Background: an optimization exercise with open tools, aiming at a short achievable clock period and few clock cycles. Do not read the settings as production practice.
Only simulation tests tie the RTL to the original design; equivalence was not proved.

==> inputs of v10 <==
Design y86_seq, start of the top module:
module y86_seq(clk, rst, imem_addr, imem_data, dmem_addr, dmem_wdata, dmem_we, dmem_rdata, stat);
clock: 32.0 ns
lec_check: 0
cap_margin: 20
core_margin: 2
core_utilization: 25
min_routing_layer: met2
place_density: 0.45
slew_margin: 20
run.sh (not shown) runs the stock make flow with config.mk's settings and CLKGATE_MAP_FILE= SYNTH_SCRIPT=/design/flow/synth_recipe.tcl, a recipe that flattens the netlist after the stock synthesis.
==> v9: changes against v10 <==
--- a/flow/design.v
+++ b/flow/design.v
@@ -1,5 +1,11 @@
+module y86_we_gate(we, rst, dmem_we);
+input we;
+input rst;
+output dmem_we;
+assign dmem_we = we & ~rst;
+endmodule
 module y86_seq(clk, rst, imem_addr, imem_data, dmem_addr, dmem_wdata, dmem_we, dmem_rdata, stat);
 input clk;
 input rst;
 output [63:0] imem_addr;
 input [79:0] imem_data;
@@ -63,14 +69,14 @@
 reg [3:0] x_ic0, x_fn0, x_rA0, x_rB0;
 reg [63:0] x_valC;
 reg [10:0] x_valP;
 reg x_rp;               
 reg [10:0] x_rtgt;
-reg [3:1] x_v, x_op, x_mv, x_mve;
-reg [3:0] x_fn [1:3];
-reg [3:0] x_rA [1:3];
-reg [3:0] x_rB [1:3];
+reg [1:1] x_v, x_op, x_mv, x_mve;
+reg [3:0] x_fn [1:1];
+reg [3:0] x_rA [1:1];
+reg [3:0] x_rB [1:1];
 reg x_bv;               
 reg [1:0] x_bi;         
 reg skp;                
 reg [3:0] skp_fn;
 reg [3:0] x_bfn;
@@ -79,21 +85,21 @@
 reg x_alt_adr;
 assign stat = stat_reg;
 assign imem_addr = {54'd0, pc};
 wire run = (stat_reg == 2'b00);
 reg [63:0] x_a0, x_b0;
-reg [63:0] x_a [1:3];
-reg [63:0] x_b [1:3];
+reg [63:0] x_a [1:1];
+reg [63:0] x_b [1:1];
 wire [63:0] a0 = x_a0;
 wire [63:0] b0 = x_b0;
 wire [63:0] bm8 = b0 - 64'd8;
 wire [63:0] bp8 = b0 + 64'd8;
 wire [66:0] alu0 = opq(x_fn0[1:0], a0, b0);
 reg x_c0;               
 reg x_skip0;            
-reg [2:0] x_selA [1:3]; 
-reg [2:0] x_selB [1:3];
+reg [0:0] x_selA [1:1]; 
+reg [0:0] x_selB [1:1];
 wire cnd0 = x_c0;
 wire skip0 = x_skip0;
 wire [7:0] lo_bc = {1'b0, b0[6:0]} + {1'b0, x_valC[6:0]};
 wire [56:0] hx = b0[63:7] ^ x_valC[63:7];
 wire hz0 = (hx == {b0[62:7] | x_valC[62:7], 1'b0});      
@@ -127,21 +133,22 @@
 	if (skip0) begin dE0 = RNONE; zf0 = ZF; sf0 = SF; of0 = OF; end
 end
 wire xfault = xv && fault0;
 assign dmem_addr = {57'd0, addr0};
 assign dmem_wdata = wdata0;
-assign dmem_we = xv && wr0 && !fault0 && run && !rst;
-wire [63:0] sa [0:3];
-wire [3:0] sd [0:3];            
-wire [63:0] se [0:3];           
-wire [2:0] scc [0:3];           
+wire we_x = xv && wr0 && !fault0 && run;
+y86_we_gate WE_GATE(.we(we_x), .rst(rst), .dmem_we(dmem_we));
+wire [63:0] sa [0:1];
+wire [3:0] sd [0:1];            
+wire [63:0] se [0:1];           
+wire [2:0] scc [0:1];           
 assign sa[0] = a0;
 assign sd[0] = dE0;
 assign se[0] = e0;
 assign scc[0] = {of0, sf0, zf0};
 genvar gk, gj;
-generate for (gk = 1; gk < 4; gk = gk + 1) begin : g_slot
+generate for (gk = 1; gk < 2; gk = gk + 1) begin : g_slot
 	reg [63:0] a, b;
 	integer j;
 	always @(*) begin
 		a = x_a[gk];
 		b = x_b[gk];
@@ -156,25 +163,23 @@
 	assign sd[gk] = (x_v[gk] && (x_op[gk] || (x_mv[gk] && c))) ? x_rB[gk] : RNONE;
 	assign se[gk] = x_op[gk] ? alu[63:0] : a;
 	assign scc[gk] = (x_v[gk] && x_op[gk]) ? alu[66:64] : scc[gk-1];
 end endgenerate
 wire xgo = xv && run;
-wire ccZ = xv ? scc[3][0] : ZF;
-wire ccS = xv ? scc[3][1] : SF;
-wire ccO = xv ? scc[3][2] : OF;
-wire btaken = cond(x_bfn, scc[3][0], scc[3][1], scc[3][2]);
+wire ccZ = xv ? scc[1][0] : ZF;
+wire ccS = xv ? scc[1][1] : SF;
+wire ccO = xv ? scc[1][2] : OF;
+wire btaken = cond(x_bfn, scc[1][0], scc[1][1], scc[1][2]);
 wire mispred = xv && x_bv && (btaken != x_bpred);
 wire ret_bad = xv && (x_ic0 == IRET) && x_rp && !((dmem_rdata[63:11] == 53'd0) && (dmem_rdata[10:0] == x_rtgt));
 genvar gi;
 generate for (gi = 0; gi < 15; gi = gi + 1) begin : g_rf
 	reg [63:0] r;
 	assign rf[gi] = r;
 	always @(posedge clk) begin
 		if (xgo) begin
-			if (sd[3] == gi) r <= se[3];
-			else if (sd[2] == gi) r <= se[2];
-			else if (sd[1] == gi) r <= se[1];
+			if (sd[1] == gi) r <= se[1];
 			else if (dM0 == gi) r <= dmem_rdata;
 			else if (dE0 == gi) r <= e0;
 		end
 	end
 end endgenerate
@@ -217,103 +222,85 @@
 		IPUSH: begin f_sA0 = f_rA0; f_sB0 = RSP; end
 		IPOP: begin f_sA0 = RSP; f_sB0 = RSP; end
 		default: ;
 	endcase
 end
-wire [3:1] p_op, p_mv;
-wire [3:0] p_fn [1:3];
-wire [3:0] p_rA [1:3];
-wire [3:0] p_rB [1:3];
-generate for (gi = 1; gi < 4; gi = gi + 1) begin : g_pos
+wire [1:1] p_op, p_mv;
+wire [3:0] p_fn [1:1];
+wire [3:0] p_rA [1:1];
+wire [3:0] p_rB [1:1];
+generate for (gi = 1; gi < 2; gi = gi + 1) begin : g_pos
 	assign p_op[gi] = (ib[2*gi][7:4] == IOPQ) && (ib[2*gi][3:0] < 4'h4);
 	assign p_mv[gi] = (ib[2*gi][7:4] == ICMOV) && (ib[2*gi][3:0] < 4'h7);
 	assign p_fn[gi] = ib[2*gi][3:0];
 	assign p_rA[gi] = ib[2*gi+1][7:4];
 	assign p_rB[gi] = ib[2*gi+1][3:0];
 end endgenerate
 wire [3:0] lt0 = (f_ic0 == IOPQ) ? f_rB0 : (f_ic0 == IPUSH) ? RSP : RNONE;
 wire cc0 = (f_ic0 == IOPQ);
-wire cc1 = cc0 | p_op[1];
-wire cc2 = cc1 | p_op[2];
-wire [3:0] lt1 = (p_op[1] || (p_mv[1] && cc0)) ? p_rB[1] : RNONE;
-wire [3:0] lt2 = (p_op[2] || (p_mv[2] && cc1)) ? p_rB[2] : RNONE;
 function hit3;
 	input [3:0] r, l0, l1, l2;
 	hit3 = (r != RNONE) && (r == l0 || r == l1 || r == l2);
 endfunction
-wire [3:1] p_fit;
+wire [1:1] p_fit;
 assign p_fit[1] = (p_op[1] && !hit3(p_rA[1], lt0, RNONE, RNONE) && !hit3(p_rB[1], lt0, RNONE, RNONE))
                || (p_mv[1] && !hit3(p_rA[1], lt0, RNONE, RNONE));
-assign p_fit[2] = (p_op[2] && !hit3(p_rA[2], lt0, lt1, RNONE) && !hit3(p_rB[2], lt0, lt1, RNONE))
-               || (p_mv[2] && !hit3(p_rA[2], lt0, lt1, RNONE));
-assign p_fit[3] = (p_op[3] && !hit3(p_rA[3], lt0, lt1, lt2) && !hit3(p_rB[3], lt0, lt1, lt2))
-               || (p_mv[3] && !hit3(p_rA[3], lt0, lt1, lt2));
-wire [3:1] f_v;
+wire [1:1] f_v;
 assign f_v[1] = f_cont0 && p_fit[1];
-assign f_v[2] = f_v[1] && p_fit[2];
-assign f_v[3] = f_v[2] && p_fit[3];
-wire [3:1] f_op = p_op;
-wire [3:1] f_mv = p_mv;
-wire [3:1] f_mve = {p_mv[3] && !cc2, p_mv[2] && !cc1, p_mv[1] && !cc0};
-wire [3:0] f_fn [1:3];
-wire [3:0] f_rA [1:3];
-wire [3:0] f_rB [1:3];
-generate for (gi = 1; gi < 4; gi = gi + 1) begin : g_fs
+wire [1:1] f_op = p_op;
+wire [1:1] f_mv = p_mv;
+wire [1:1] f_mve = p_mv[1] && !cc0;
+wire [3:0] f_fn [1:1];
+wire [3:0] f_rA [1:1];
+wire [3:0] f_rB [1:1];
+generate for (gi = 1; gi < 2; gi = gi + 1) begin : g_fs
 	assign f_fn[gi] = p_fn[gi];
 	assign f_rA[gi] = p_rA[gi];
 	assign f_rB[gi] = p_rB[gi];
 end endgenerate
 reg [3:0] f_len;
 always @(*) begin
 	if (f_ic0 == IIRMOV || f_ic0 == IRMMOV || f_ic0 == IMRMOV) f_len = 4'd10;
 	else if (f_ic0 == IJXX || f_ic0 == ICALL) f_len = 4'd9;
 	else if (!f_regs0) f_len = 4'd1;
-	else if (f_v[3]) f_len = 4'd8;
-	else if (f_v[2]) f_len = 4'd6;
 	else if (f_v[1]) f_len = 4'd4;
 	else f_len = 4'd2;
 end
-wire [3:0] rid [0:7];
+wire [3:0] rid [0:3];
 assign rid[0] = f_sA0;
 assign rid[1] = f_sB0;
 assign rid[2] = f_rA[1];
 assign rid[3] = f_rB[1];
-assign rid[4] = f_rA[2];
-assign rid[5] = f_rB[2];
-assign rid[6] = f_rA[3];
-assign rid[7] = f_rB[3];
-wire [63:0] rdv [0:7];
-generate for (gi = 0; gi < 8; gi = gi + 1) begin : g_rd
+wire [63:0] rdv [0:3];
+generate for (gi = 0; gi < 4; gi = gi + 1) begin : g_rd
 	reg [63:0] v;
 	always @(*) begin
 		v = rf[rid[gi]];
 		if (xgo && rid[gi] != RNONE) begin
 			if (dE0 == rid[gi]) v = e0;
 			if (dM0 == rid[gi]) v = dmem_rdata;
 			if (sd[1] == rid[gi]) v = se[1];
-			if (sd[2] == rid[gi]) v = se[2];
-			if (sd[3] == rid[gi]) v = se[3];
 		end
 	end
 	assign rdv[gi] = v;
 end endgenerate
 wire f_skip0 = skp && cond(skp_fn, ccZ, ccS, ccO);
 wire f_c0 = cond(f_fn0, ccZ, ccS, ccO);
-wire [3:0] f_rBs [0:3];
-wire [3:0] f_byp;
+wire [3:0] f_rBs [0:1];
+wire [1:0] f_byp;
 assign f_rBs[0] = f_rB0;
 assign f_byp[0] = (f_ic0 == ICMOV) && f_c0 && !f_skip0 && (f_rB0 != RNONE);
-generate for (gi = 1; gi < 4; gi = gi + 1) begin : g_byp
+generate for (gi = 1; gi < 2; gi = gi + 1) begin : g_byp
 	assign f_rBs[gi] = f_rB[gi];
 	assign f_byp[gi] = f_v[gi] && f_mve[gi] && cond(f_fn[gi], ccZ, ccS, ccO) && (f_rB[gi] != RNONE);
 end endgenerate
-reg [2:0] f_selA [1:3];
-reg [2:0] f_selB [1:3];
+reg [0:0] f_selA [1:1];
+reg [0:0] f_selB [1:1];
 integer sk, sj;
 always @(*) begin
-	for (sk = 1; sk < 4; sk = sk + 1) begin
-		f_selA[sk] = 3'd0; f_selB[sk] = 3'd0;
+	for (sk = 1; sk < 2; sk = sk + 1) begin
+		f_selA[sk] = 1'd0; f_selB[sk] = 1'd0;
 		for (sj = 0; sj < sk; sj = sj + 1) begin
 			f_selA[sk][sj] = f_byp[sj] && (f_rBs[sj] == f_rA[sk]);
 			f_selB[sk][sj] = f_byp[sj] && (f_rBs[sj] == f_rB[sk]);
 		end
 	end
@@ -403,11 +390,11 @@
 		rs_sp <= 2'd0;
 	end
 	else if (run) begin
 		if (xfault) stat_reg <= 2'b10;
 		else if (f_real) stat_reg <= f_fault;
-		if (xgo) begin ZF <= scc[3][0]; SF <= scc[3][1]; OF <= scc[3][2]; end
+		if (xgo) begin ZF <= scc[1][0]; SF <= scc[1][1]; OF <= scc[1][2]; end
 		if (ret_bad || ret_pend) begin
 			pc <= dmem_rdata[9:0]; pc_adr <= (dmem_rdata[63:10] != 54'd0);
 		end
 		else if (mispred) begin
 			pc <= x_alt; pc_adr <= x_alt_adr;
@@ -454,11 +441,11 @@
 	x_valC <= f_valC;
 	x_valP <= {1'b0, pc} + 11'd9;
 	x_rp <= f_rp;
 	x_rtgt <= rs_top;
 	x_v <= f_v; x_op <= f_op; x_mv <= f_mv; x_mve <= f_mve;
-	for (m = 1; m < 4; m = m + 1) begin
+	for (m = 1; m < 2; m = m + 1) begin
 		x_fn[m] <= f_fn[m]; x_rA[m] <= f_rA[m]; x_rB[m] <= f_rB[m];
 		x_a[m] <= rdv[2*m]; x_b[m] <= rdv[2*m+1];
 		x_selA[m] <= f_selA[m]; x_selB[m] <= f_selB[m];
 	end
 	x_bv <= f_fold && !f_sk;
==> flow/flow/run.sh (new file) <==
#!/bin/bash
# The standard layout (standard synthesis, floorplan, placement, CTS, routing), with:
#  - the port buffers made of sky130_fd_sc_hd__buf_4 cells instead of the cell buffer_ports
#    picks on its own (every port still gets its buffer);
#  - timing repair asked to leave 19 ns of setup slack where it can (the clock, its period and
#    the constraints are the design's own), free to resize cells to other footprints, without
#    cloning gates.
# Everything ORFS prints goes to standard_flow.log; each step's own log stays under orfs/logs.
set -euo pipefail
bash standard.sh 'BUFFER_PORTS_ARGS=-buffer_cell sky130_fd_sc_hd__buf_4' SETUP_SLACK_MARGIN=19 \
  SKIP_GATE_CLONING=1 MATCH_CELL_FOOTPRINT=0 finish > standard_flow.log 2>&1
==> flow/standard.sh (new file) <==
#!/bin/bash
# synth_recipe.tcl (not shown) runs the flow's synth.tcl, then flattens the netlist and writes it again
# the make line also repeats each setting of config.mk as NAME=value (left out here)
make -C /OpenROAD-flow-scripts/flow DESIGN_CONFIG=/design/flow/config.mk WORK_HOME=/design/flow/orfs CLKGATE_MAP_FILE= SYNTH_SCRIPT=/design/flow/synth_recipe.tcl "${@:-finish}"
==> flow/config.mk (replaced) <==
export PLATFORM = sky130hd
export DESIGN_NAME = y86_seq
export DESIGN_NICKNAME = y86_seq
export VERILOG_FILES = /design/flow/design.v
export SDC_FILE = /design/flow/constraint.sdc
export NUM_CORES = 4
export LEC_CHECK = 0
export CAP_MARGIN = 20
export CELL_PAD_IN_SITES_DETAIL_PLACEMENT = 1
export CELL_PAD_IN_SITES_GLOBAL_PLACEMENT = 1
export CORE_MARGIN = 2
export CORE_UTILIZATION = 22
export PLACE_DENSITY = 0.4
export SLEW_MARGIN = 20
export SYNTH_HIERARCHICAL = 1
removed: flow/run.sh
==> results.txt <==
- v10 never finished: it broke off in global routing with GRT-0116. v9 completed and failed the layout checks on antenna violations.
- Of v10 and v9, v10 has the higher area after synthesis (gap about 60%, measured against v9).
- Of v9 and v10, v10 has the higher synthesized cell count (gap 44%, measured against v10).
Testbench counts of v10, summed over its fixed seeds: cycles 11,934.
Testbench counts of v9, summed over its fixed seeds: cycles 14,481.

port drivers added, routing unchanged:
The flow's constraints put no driver on any port. The routed layout listed below was extracted and timed again, unchanged, in two steps. Step 1 assumes that a clkbuf_16 drives the clock port and a buf_2 every other input. Step 2 moves the port delays by t, midway between the first and last clock arrival at a register: inputs arrive t later, outputs are due t later. That takes back most of the time a late clock gives input paths. Three values: ideal, step 1, step 2; two values: the first two.
run: v9
t, ns: 1.164
setup WS [ns]: 18.848 / 18.787 / 18.086
hold WS [ns]: 0.476 / 0.476 / 0.476
cell pins on the clock port's net: 1
The setup slack of v9 moves by -0.061 ns with the drivers and by -0.762 ns with both steps.
